From an optimization exercise on the open Yosys and OpenROAD flow, aimed at small area and a short achievable clock period; shortcuts taken in it are not production practice.
In this exercise RTL edits were held to simulation tests only and were not proved equivalent to the original.
Power and IR drop assume default switching activity.

==> wip/amber: inputs <==
## RGBtoGray
module RGBtoGray (r, g, b, valid_in, clk, rst, grayout, valid_out);
clock: 12.0 ns
lec_check: 0
abc_area: 1
cap_margin: 20
core_margin: 2
core_utilization: 60
cts_buf_list: sky130_fd_sc_hd__clkbuf_8
cts_cluster_diameter: 50
cts_cluster_size: 16
place_density: 0.8
slew_margin: 20
standard.sh (not shown) runs the stock make flow with config.mk's settings and CLKGATE_MAP_FILE= SYNTH_SCRIPT=/design/flow/synth_recipe.tcl, a recipe that flattens the netlist after the stock synthesis.
==> flow/flow/run.sh <==
#!/bin/bash
# 1. the standard synthesis (standard.sh synth), unchanged.
# 2. flow/invpush.py: full adders are self-dual, so an fa cell can take complemented inputs and
#    give complemented outputs; it flips fa cells where that needs fewer inverters.
# 3. flow/reabc.ys: ABC re-maps the remaining combinational cells (area script flow/reabc.script);
#    fa, ha and flip-flop cells are kept, so registers keep their names and cell types.
set -euo pipefail
R=orfs/results/${FLOW_PLATFORM}/RGBtoGray/base
LIB=${FLOW_HOME}/platforms/${FLOW_PLATFORM}/lib/sky130_fd_sc_hd__tt_025C_1v80.lib
YOSYS=$(command -v yosys || echo ${FLOW_HOME}/../tools/install/yosys/bin/yosys)
bash standard.sh SETUP_SLACK_MARGIN=8.5 'BUFFER_PORTS_ARGS=-buffer_cell sky130_fd_sc_hd__buf_1' synth > synth.log 2>&1
python3 flow/invpush.py $R/1_2_yosys.v $R/1_2_yosys.inv.v > invpush.log 2>&1
sed "s#@LIB@#$LIB#g; s#@IN@#$R/1_2_yosys.inv.v#; s#@OUT@#$R/1_2_yosys.abc.v#; s#@SCRIPT@#flow/reabc.script#" flow/reabc.ys > reabc_run.ys
$YOSYS -s reabc_run.ys > reabc.log 2>&1
mv $R/1_2_yosys.abc.v $R/1_2_yosys.v
rm -f $R/1_synth.odb
bash standard.sh SETUP_SLACK_MARGIN=8.5 'BUFFER_PORTS_ARGS=-buffer_cell sky130_fd_sc_hd__buf_1' finish > standard_flow.log 2>&1
==> flow/flow/reabc.script <==
strash
&get -n
&st
&dch -f
&nf -R 1000
&put
topo
stime -c
buffer -c
upsize -c
dnsize -c
==> flow/flow/reabc.ys <==
# Re-map the combinational cells of the synthesized netlist with ABC (script reabc.script).
# Full adders, half adders, flip-flops and tie cells stay as they are, so every register keeps
# its name and cell type. @LIB@, @IN@, @OUT@, @SCRIPT@ are filled in by run.sh.
read_liberty -ignore_miss_func -ignore_miss_dir @LIB@
read_verilog @IN@
hierarchy -top RGBtoGray
setattr -mod -set keep_hierarchy 1 sky130_fd_sc_hd__fa_* sky130_fd_sc_hd__ha_* sky130_fd_sc_hd__df* sky130_fd_sc_hd__conb_*
flatten
opt_clean
abc -liberty @LIB@ -dont_use sky130_fd_sc_hd__probe_p_8 -dont_use sky130_fd_sc_hd__probec_p_8 -dont_use sky130_fd_sc_hd__lpflow_bleeder_1 -dont_use sky130_fd_sc_hd__lpflow_clkbufkapwr_1 -dont_use sky130_fd_sc_hd__lpflow_clkbufkapwr_16 -dont_use sky130_fd_sc_hd__lpflow_clkbufkapwr_2 -dont_use sky130_fd_sc_hd__lpflow_clkbufkapwr_4 -dont_use sky130_fd_sc_hd__lpflow_clkbufkapwr_8 -dont_use sky130_fd_sc_hd__lpflow_clkinvkapwr_1 -dont_use sky130_fd_sc_hd__lpflow_clkinvkapwr_16 -dont_use sky130_fd_sc_hd__lpflow_clkinvkapwr_2 -dont_use sky130_fd_sc_hd__lpflow_clkinvkapwr_4 -dont_use sky130_fd_sc_hd__lpflow_clkinvkapwr_8 -dont_use sky130_fd_sc_hd__lpflow_decapkapwr_12 -dont_use sky130_fd_sc_hd__lpflow_decapkapwr_3 -dont_use sky130_fd_sc_hd__lpflow_decapkapwr_4 -dont_use sky130_fd_sc_hd__lpflow_decapkapwr_6 -dont_use sky130_fd_sc_hd__lpflow_decapkapwr_8 -dont_use sky130_fd_sc_hd__lpflow_inputiso0n_1 -dont_use sky130_fd_sc_hd__lpflow_inputiso0p_1 -dont_use sky130_fd_sc_hd__lpflow_inputiso1n_1 -dont_use sky130_fd_sc_hd__lpflow_inputiso1p_1 -dont_use sky130_fd_sc_hd__lpflow_inputisolatch_1 -dont_use sky130_fd_sc_hd__lpflow_isobufsrc_1 -dont_use sky130_fd_sc_hd__lpflow_isobufsrc_16 -dont_use sky130_fd_sc_hd__lpflow_isobufsrc_2 -dont_use sky130_fd_sc_hd__lpflow_isobufsrc_4 -dont_use sky130_fd_sc_hd__lpflow_isobufsrc_8 -dont_use sky130_fd_sc_hd__lpflow_isobufsrckapwr_16 -dont_use sky130_fd_sc_hd__lpflow_lsbuf_lh_hl_isowell_tap_1 -dont_use sky130_fd_sc_hd__lpflow_lsbuf_lh_hl_isowell_tap_2 -dont_use sky130_fd_sc_hd__lpflow_lsbuf_lh_hl_isowell_tap_4 -dont_use sky130_fd_sc_hd__lpflow_lsbuf_lh_isowell_4 -dont_use sky130_fd_sc_hd__lpflow_lsbuf_lh_isowell_tap_1 -dont_use sky130_fd_sc_hd__lpflow_lsbuf_lh_isowell_tap_2 -dont_use sky130_fd_sc_hd__lpflow_lsbuf_lh_isowell_tap_4  -script @SCRIPT@
opt_clean
hierarchy -top RGBtoGray
delete sky130_fd_sc_hd__*
write_verilog -noattr -noexpr @OUT@
Other scripts of this flow, unchanged in this note and not shown: flow/flow/invpush.py
==> wip/sierra: changes against wip/amber <==
--- a/flow/design.v
+++ b/flow/design.v
@@ -1638,17 +1638,17 @@
   wire [47:0] ra = {1'b0,f[22],f[21],w390,w388,w386,w384,w382,w380,w378,w376,w374,w372,w370,w368,w366,w364,w362,w360,w358,w356,w354,w352,w350,w348,w346,w344,w342,w340,w338,w336,w334,w332,w330,w328,w326,w324,w322,w320,w318,w316,w314,w312,w311,f[3],f[2],f[1],f[0]};
   wire [47:0] rb = {1'b0,1'b1,1'b1,f[20],w389,w387,w385,w383,w381,w379,w377,w375,w373,w371,w369,w367,w365,w363,w361,w359,w357,w355,w353,w351,w349,w347,w345,w343,w341,w339,w337,w335,w333,w331,w329,w327,w325,w323,w321,w319,w317,w315,w313,f[0],f[1],f[0],1'b0,1'b0};
   wire [22:0] cs;
   mul_B_ct ulo(.a(ra[22:0]), .b(rb[22:0]), .ci(1'b0), .co(cl));
   assign ha = ra[47:23];
   assign hb = rb[47:23];
 endmodule
 module mul_R_ct(input [22:0] a, input [22:0] b, input ci, output co);
-  wire [22:0] p = a | b;
+  wire [22:0] p = a ^ b;
   wire [22:0] g = a & b;
   wire G0c = g[0] | (p[0] & ci);
   wire T1 = g[1] | (p[1] & G0c);
   wire T2 = g[3] | (p[3] & g[2]);
   wire Q2 = p[3] & p[2];
   wire T3 = g[5] | (p[5] & g[4]);
   wire Q3 = p[5] & p[4];
   wire T4 = g[7] | (p[7] & g[6]);
@@ -1683,17 +1683,17 @@
   wire Q19 = Q15 & Q14;
   wire T20 = T17 | (Q17 & T16);
   wire Q20 = Q17 & Q16;
   wire T21 = T19 | (Q19 & T18);
   wire T22 = T20 | (Q20 & T21);
   assign co = T22;
 endmodule
 module mul_G_ct(input [22:0] a, input [22:0] b, input ci, output co);
-  wire [22:0] p = a | b;
+  wire [22:0] p = a ^ b;
   wire [22:0] g = a & b;
   wire G0c = g[0] | (p[0] & ci);
   wire T1 = g[1] | (p[1] & G0c);
   wire T2 = g[3] | (p[3] & g[2]);
   wire Q2 = p[3] & p[2];
   wire T3 = g[5] | (p[5] & g[4]);
   wire Q3 = p[5] & p[4];
   wire T4 = g[7] | (p[7] & g[6]);
@@ -1728,17 +1728,17 @@
   wire Q19 = Q15 & Q14;
   wire T20 = T17 | (Q17 & T16);
   wire Q20 = Q17 & Q16;
   wire T21 = T19 | (Q19 & T18);
   wire T22 = T20 | (Q20 & T21);
   assign co = T22;
 endmodule
 module mul_B_ct(input [22:0] a, input [22:0] b, input ci, output co);
-  wire [22:0] p = a | b;
+  wire [22:0] p = a ^ b;
   wire [22:0] g = a & b;
   wire G0c = g[0] | (p[0] & ci);
   wire T1 = g[1] | (p[1] & G0c);
   wire T2 = g[3] | (p[3] & g[2]);
   wire Q2 = p[3] & p[2];
   wire T3 = g[5] | (p[5] & g[4]);
   wire Q3 = p[5] & p[4];
   wire T4 = g[7] | (p[7] & g[6]);
@@ -1865,17 +1865,17 @@
   wire G52 = G35 | (P35 & G44);
   wire G53 = G36 | (P36 & G44);
   wire G54 = G45 | (P45 & G44);
   wire [24:0] c = {G53,G52,G51,G50,G49,G48,G47,G46,G44,G43,G42,G41,G40,G39,G38,G37,G28,G27,G26,G25,G14,G13,G1,G0c,ci};
   assign s = p ^ c;
   assign co = G54;
 endmodule
 module a1_ct23(input [22:0] a, input [22:0] b, input ci, output co);
-  wire [22:0] p = a | b;
+  wire [22:0] p = a ^ b;
   wire [22:0] g = a & b;
   wire G0c = g[0] | (p[0] & ci);
   wire T1 = g[1] | (p[1] & G0c);
   wire T2 = g[3] | (p[3] & g[2]);
   wire Q2 = p[3] & p[2];
   wire T3 = g[5] | (p[5] & g[4]);
   wire Q3 = p[5] & p[4];
   wire T4 = g[7] | (p[7] & g[6]);
@@ -1910,17 +1910,17 @@
   wire Q19 = Q15 & Q14;
   wire T20 = T17 | (Q17 & T16);
   wire Q20 = Q17 & Q16;
   wire T21 = T19 | (Q19 & T18);
   wire T22 = T20 | (Q20 & T21);
   assign co = T22;
 endmodule
 module a2_ct23(input [22:0] a, input [22:0] b, input ci, output co);
-  wire [22:0] p = a | b;
+  wire [22:0] p = a ^ b;
   wire [22:0] g = a & b;
   wire G0c = g[0] | (p[0] & ci);
   wire T1 = g[1] | (p[1] & G0c);
   wire T2 = g[3] | (p[3] & g[2]);
   wire Q2 = p[3] & p[2];
   wire T3 = g[5] | (p[5] & g[4]);
   wire Q3 = p[5] & p[4];
   wire T4 = g[7] | (p[7] & g[6]);
@@ -2206,62 +2206,58 @@
   wire [0:0] a1_kill = zG_q3 | zR_q3 | (a1_d_q3[7:5] != 3'd0) | (a1_d_q3[4:3] == 2'b11);
   wire [23:0] a1_a0 = {1'b1, a1_fsE};
   wire [23:0] a1_a1 = a1_d_q3[0] ? {1'b0, a1_a0[23:1]} : a1_a0;
   wire [23:0] a1_a2 = a1_d_q3[1] ? {2'b0, a1_a1[23:2]} : a1_a1;
   wire [23:0] a1_a3 = a1_d_q3[2] ? {4'b0, a1_a2[23:4]} : a1_a2;
   wire [23:0] a1_a4 = a1_d_q3[3] ? {8'b0, a1_a3[23:8]} : a1_a3;
   wire [23:0] a1_a5 = a1_d_q3[4] ? {16'b0, a1_a4[23:16]} : a1_a4;
   wire [23:0] a1_msE = a1_kill ? 24'd0 : a1_a5;
-  wire [22:0] a1_fl = a1_flE;
-  wire [23:0] a1_ms = a1_msE;
+  wire [22:0] a1_fl = a1_swm ? a1_msE[22:0] : a1_flE;
+  wire [23:0] a1_ms = a1_swm ? {1'b1, a1_flE} : a1_msE;
   reg [7:0] a1_el_q4;
   always @(posedge clk) a1_el_q4 <= a1_el;
   reg [22:0] a1_fl_q4;
   always @(posedge clk) a1_fl_q4 <= a1_fl;
   reg [23:0] a1_ms_q4;
   always @(posedge clk) a1_ms_q4 <= a1_ms;
   reg [0:0] a1_sl_q4;
   always @(posedge clk) a1_sl_q4 <= a1_sl;
   reg [0:0] a1_sub_q4;
   always @(posedge clk) a1_sub_q4 <= a1_sub;
   reg [0:0] a1_zxy_q4;
   always @(posedge clk) a1_zxy_q4 <= a1_zxy;
   reg [0:0] a1_nz_q4;
   always @(posedge clk) a1_nz_q4 <= a1_nz;
-  reg [0:0] a1_swm_q4;
-  always @(posedge clk) a1_swm_q4 <= a1_swm;
   reg [0:0] sB2_q4;
   always @(posedge clk) sB2_q4 <= sB2_q3;
   reg [7:0] eB2_q4;
   always @(posedge clk) eB2_q4 <= eB2_q3;
   reg [22:0] fB2_q4;
   always @(posedge clk) fB2_q4 <= fB2_q3;
   wire [23:0] a1_ma; wire a1_mc;
-  add24 a1_uadd(.a({1'b1, a1_fl_q4}), .b(a1_ms_q4 ^ {24{a1_sub_q4}}), .ci(a1_sub_q4 & ~a1_swm_q4), .s(a1_ma), .co(a1_mc));
+  add24 a1_uadd(.a({1'b1, a1_fl_q4}), .b(a1_ms_q4 ^ {24{a1_sub_q4}}), .ci(a1_sub_q4), .s(a1_ma), .co(a1_mc));
   wire [24:0] a1_m = {a1_mc & ~a1_sub_q4, a1_ma};
   reg [7:0] a1_el_q5;
   always @(posedge clk) a1_el_q5 <= a1_el_q4;
   reg [24:0] a1_m_q5;
   always @(posedge clk) a1_m_q5 <= a1_m;
   reg [0:0] a1_sl_q5;
   always @(posedge clk) a1_sl_q5 <= a1_sl_q4;
   reg [0:0] a1_zxy_q5;
   always @(posedge clk) a1_zxy_q5 <= a1_zxy_q4;
   reg [0:0] a1_nz_q5;
   always @(posedge clk) a1_nz_q5 <= a1_nz_q4;
-  reg [0:0] a1_swm_q5;
-  always @(posedge clk) a1_swm_q5 <= a1_swm_q4;
   reg [0:0] sB2_q5;
   always @(posedge clk) sB2_q5 <= sB2_q4;
   reg [7:0] eB2_q5;
   always @(posedge clk) eB2_q5 <= eB2_q4;
   reg [22:0] fB2_q5;
   always @(posedge clk) fB2_q5 <= fB2_q4;
-  wire [23:0] a1_n0 = a1_m_q5[23:0] ^ {24{a1_swm_q5}};
+  wire [23:0] a1_n0 = a1_m_q5[23:0];
   wire a1_z16 = (a1_n0[23:8] == 16'd0);
   wire [23:0] a1_n1 = a1_z16 ? {a1_n0[7:0], 16'd0} : a1_n0;
   wire a1_z8 = (a1_n1[23:16] == 8'd0);
   wire [23:0] a1_n2 = a1_z8 ? {a1_n1[15:0], 8'd0} : a1_n1;
   wire a1_z4 = (a1_n2[23:20] == 4'd0);
   wire [23:0] a1_n3 = a1_z4 ? {a1_n2[19:0], 4'd0} : a1_n2;
   wire a1_z2 = (a1_n3[23:22] == 2'd0);
   wire [23:0] a1_n4 = a1_z2 ? {a1_n3[21:0], 2'd0} : a1_n3;
@@ -2337,42 +2333,38 @@
   wire [0:0] a2_kill = zBx | a1_zo_q7 | (a2_d_q7[7:5] != 3'd0) | (a2_d_q7[4:3] == 2'b11);
   wire [23:0] a2_a0 = {1'b1, a2_fsE};
   wire [23:0] a2_a1 = a2_d_q7[0] ? {1'b0, a2_a0[23:1]} : a2_a0;
   wire [23:0] a2_a2 = a2_d_q7[1] ? {2'b0, a2_a1[23:2]} : a2_a1;
   wire [23:0] a2_a3 = a2_d_q7[2] ? {4'b0, a2_a2[23:4]} : a2_a2;
   wire [23:0] a2_a4 = a2_d_q7[3] ? {8'b0, a2_a3[23:8]} : a2_a3;
   wire [23:0] a2_a5 = a2_d_q7[4] ? {16'b0, a2_a4[23:16]} : a2_a4;
   wire [23:0] a2_msE = a2_kill ? 24'd0 : a2_a5;
-  wire [22:0] a2_fl = a2_flE;
-  wire [23:0] a2_ms = a2_msE;
+  wire [22:0] a2_fl = a2_swm ? a2_msE[22:0] : a2_flE;
+  wire [23:0] a2_ms = a2_swm ? {1'b1, a2_flE} : a2_msE;
   reg [7:0] a2_el_q8;
   always @(posedge clk) a2_el_q8 <= a2_el;
   reg [22:0] a2_fl_q8;
   always @(posedge clk) a2_fl_q8 <= a2_fl;
   reg [23:0] a2_ms_q8;
   always @(posedge clk) a2_ms_q8 <= a2_ms;
   reg [0:0] a2_sl_q8;
   always @(posedge clk) a2_sl_q8 <= a2_sl;
   reg [0:0] a2_sub_q8;
   always @(posedge clk) a2_sub_q8 <= a2_sub;
-  reg [0:0] a2_swm_q8;
-  always @(posedge clk) a2_swm_q8 <= a2_swm;
   wire [23:0] a2_ma; wire a2_mc;
-  add24 a2_uadd(.a({1'b1, a2_fl_q8}), .b(a2_ms_q8 ^ {24{a2_sub_q8}}), .ci(a2_sub_q8 & ~a2_swm_q8), .s(a2_ma), .co(a2_mc));
+  add24 a2_uadd(.a({1'b1, a2_fl_q8}), .b(a2_ms_q8 ^ {24{a2_sub_q8}}), .ci(a2_sub_q8), .s(a2_ma), .co(a2_mc));
   wire [24:0] a2_m = {a2_mc & ~a2_sub_q8, a2_ma};
   reg [7:0] a2_el_q9;
   always @(posedge clk) a2_el_q9 <= a2_el_q8;
   reg [24:0] a2_m_q9;
   always @(posedge clk) a2_m_q9 <= a2_m;
   reg [0:0] a2_sl_q9;
   always @(posedge clk) a2_sl_q9 <= a2_sl_q8;
-  reg [0:0] a2_swm_q9;
-  always @(posedge clk) a2_swm_q9 <= a2_swm_q8;
-  wire [23:0] a2_n0 = a2_m_q9[23:0] ^ {24{a2_swm_q9}};
+  wire [23:0] a2_n0 = a2_m_q9[23:0];
   wire a2_z16 = (a2_n0[23:8] == 16'd0);
   wire [23:0] a2_n1 = a2_z16 ? {a2_n0[7:0], 16'd0} : a2_n0;
   wire a2_z8 = (a2_n1[23:16] == 8'd0);
   wire [23:0] a2_n2 = a2_z8 ? {a2_n1[15:0], 8'd0} : a2_n1;
   wire a2_z4 = (a2_n2[23:20] == 4'd0);
   wire [23:0] a2_n3 = a2_z4 ? {a2_n2[19:0], 4'd0} : a2_n2;
   wire a2_z2 = (a2_n3[23:22] == 2'd0);
   wire [23:0] a2_n4 = a2_z2 ? {a2_n3[21:0], 2'd0} : a2_n3;
==> flow/flow/run.sh (replaced) <==
#!/bin/bash
# 1. the standard synthesis (standard.sh synth), unchanged.
# 2. flow/invpush.py: full adders are self-dual, so an fa cell can take complemented inputs and
#    give complemented outputs; it flips fa cells where that needs fewer inverters. Registers,
#    ports and every register's and port's logic function stay as synthesis made them.
set -euo pipefail
R=orfs/results/${FLOW_PLATFORM}/RGBtoGray/base
bash standard.sh SETUP_SLACK_MARGIN=8 'BUFFER_PORTS_ARGS=-buffer_cell sky130_fd_sc_hd__buf_1' synth > synth.log 2>&1
python3 flow/invpush.py $R/1_2_yosys.v $R/1_2_yosys.inv.v > invpush.log 2>&1
mv $R/1_2_yosys.inv.v $R/1_2_yosys.v
rm -f $R/1_synth.odb
bash standard.sh SETUP_SLACK_MARGIN=8 'BUFFER_PORTS_ARGS=-buffer_cell sky130_fd_sc_hd__buf_1' finish > standard_flow.log 2>&1
CORE_UTILIZATION = 40   (was 60)
CTS_CLUSTER_DIAMETER = 45   (was 50)
CTS_CLUSTER_SIZE = 12   (was 16)
PLACE_DENSITY = 0.6   (was 0.8)
removed: flow/flow/reabc.script
removed: flow/flow/reabc.ys
==> wip/cedar: changes against wip/amber <==
==> flow/flow/run.sh (replaced) <==
#!/bin/bash
# 1. the standard synthesis (standard.sh synth), unchanged.
# 2. flow/invpush.py: full adders are self-dual, so an fa cell can take complemented inputs and
#    give complemented outputs; it flips fa cells where that needs fewer inverters. Registers,
#    ports and every register's and port's logic function stay as synthesis made them.
set -euo pipefail
R=orfs/results/${FLOW_PLATFORM}/RGBtoGray/base
bash standard.sh SETUP_SLACK_MARGIN=8.5 'BUFFER_PORTS_ARGS=-buffer_cell sky130_fd_sc_hd__buf_1' synth > synth.log 2>&1
python3 flow/invpush.py $R/1_2_yosys.v $R/1_2_yosys.inv.v > invpush.log 2>&1
mv $R/1_2_yosys.inv.v $R/1_2_yosys.v
rm -f $R/1_synth.odb
bash standard.sh SETUP_SLACK_MARGIN=8.5 'BUFFER_PORTS_ARGS=-buffer_cell sky130_fd_sc_hd__buf_1' finish > standard_flow.log 2>&1
removed: flow/flow/reabc.script
removed: flow/flow/reabc.ys
==> wip/juniper: changes against wip/amber <==
==> flow/flow/reabc.script (replaced) <==
strash
dch -f
map -B 0.9
topo
stime -c
buffer -c
upsize -c
dnsize -c
==> comparison <==
- Area after synthesis, lowest first: wip/amber, wip/juniper, wip/cedar, wip/sierra.
- First-iteration DRC count: wip/juniper > wip/cedar > wip/amber > wip/sierra.
- Die area: wip/juniper is larger than wip/amber (about 4.4%).
- Sequential share of layout area, highest first: wip/juniper, wip/cedar, wip/sierra, wip/amber.
- Register-to-register slack: wip/amber < wip/sierra < wip/juniper < wip/cedar.
- Total power, lowest first: wip/sierra, wip/juniper, wip/cedar, wip/amber.
- Via count: wip/amber < wip/sierra < wip/cedar < wip/juniper.
- Against wip/sierra, the flip-flop and latch count of wip/amber is higher by 4.
- The lowest worst hold slack belongs to wip/juniper, the highest to wip/sierra.
==> figures <==
| metric | wip/amber | wip/juniper | wip/sierra | wip/cedar |
|---|---|---|---|---|
| Outcome | finished clean | finished clean | finished clean | finished clean |
| Die Y-Extent | 270 um | 276 um | 342 um | 276 um |
| Reg-to-reg critical path startpoint | a2_swm_q9 | b_q1[13] | r_q1[10] | b_q1[13] |
| Cell Count Post-Placement | 4758 | 5639 | 6316 | 5659 |
| Worst path most repeated cell | - | fa_1 | fa_1 | fa_1 |
| Aggregate global-route resource usage | 0.275 | 0.275 | 0.180 | 0.268 |
| 1st-iter DRT viols | 2289 | 2626 | 1810 | 2565 |
| Diodes inserted | 1 | 2 | 3 | 1 |
| Wirelength, routed | 105000 um | 110000 um | 102000 um | 105000 um |
| Core Box Area | 0.0700 sq mm | 0.0730 sq mm | 0.113 sq mm | 0.0732 sq mm |
| Net Count, Synth | 4568 | 5449 | 5736 | 5510 |
| Clock input transition at the sequential cells of the worst setup and hold paths | 90 ps | 90 ps | 70 ps | 90 ps |
| Starting density of the core | 0.605 | 0.607 | 0.405 | 0.608 |
| Worst Tran Pin Value | 1270 ps | 1110 ps | 1070 ps | 908 ps |
| Count of buffering cells on the critical path with inverters included | 5 | 1 | 1 | 1 |
| Die width | 270 um | 276 um | 342 um | 276 um |
| Global Route met1 Usage | 0.352 | 0.342 | 0.239 | 0.333 |
| Total power of the final layout | 15.5 mW | 13.9 mW | 13.8 mW | 14.2 mW |
| Final setup skew | 25.2 ps | 28.6 ps | 36.5 ps | 39.4 ps |

[static timing again, ports no longer ideal]
In the flow no input, the clock included, has a driving cell. The finished layouts below were timed again as built, in two steps. Step 1, drivers: a clkbuf_16 drives clk and a buf_2 each remaining input, both assumed. Step 2 adds t to the input delays and takes it off the output delays; t is the mean of the earliest and latest rising clock arrival at the registers after step 1. Input paths then give back, and output paths get back, about the clock's delay inside the block. a / b / c = ideal ports / drivers / drivers and shift; a / b = the first two.
| run | t, ns | setup slack, ns | worst hold slack (ns) |
|---|---|---|---|
| wip/amber | 0.768 | 8.021 / 8.021 / 8.021 | 0.314 / 0.314 / 0.314 |
| wip/sierra | 0.824 | 8.159 / 8.159 / 8.159 | 0.322 / 0.322 / 0.322 |
| wip/cedar | 0.768 | 8.394 / 8.377 / 8.394 | 0.313 / 0.313 / 0.313 |
| wip/juniper | 0.774 | 8.343 / 8.343 / 8.343 | 0.311 / 0.311 / 0.311 |
After both steps setup and hold are still met in every run listed.
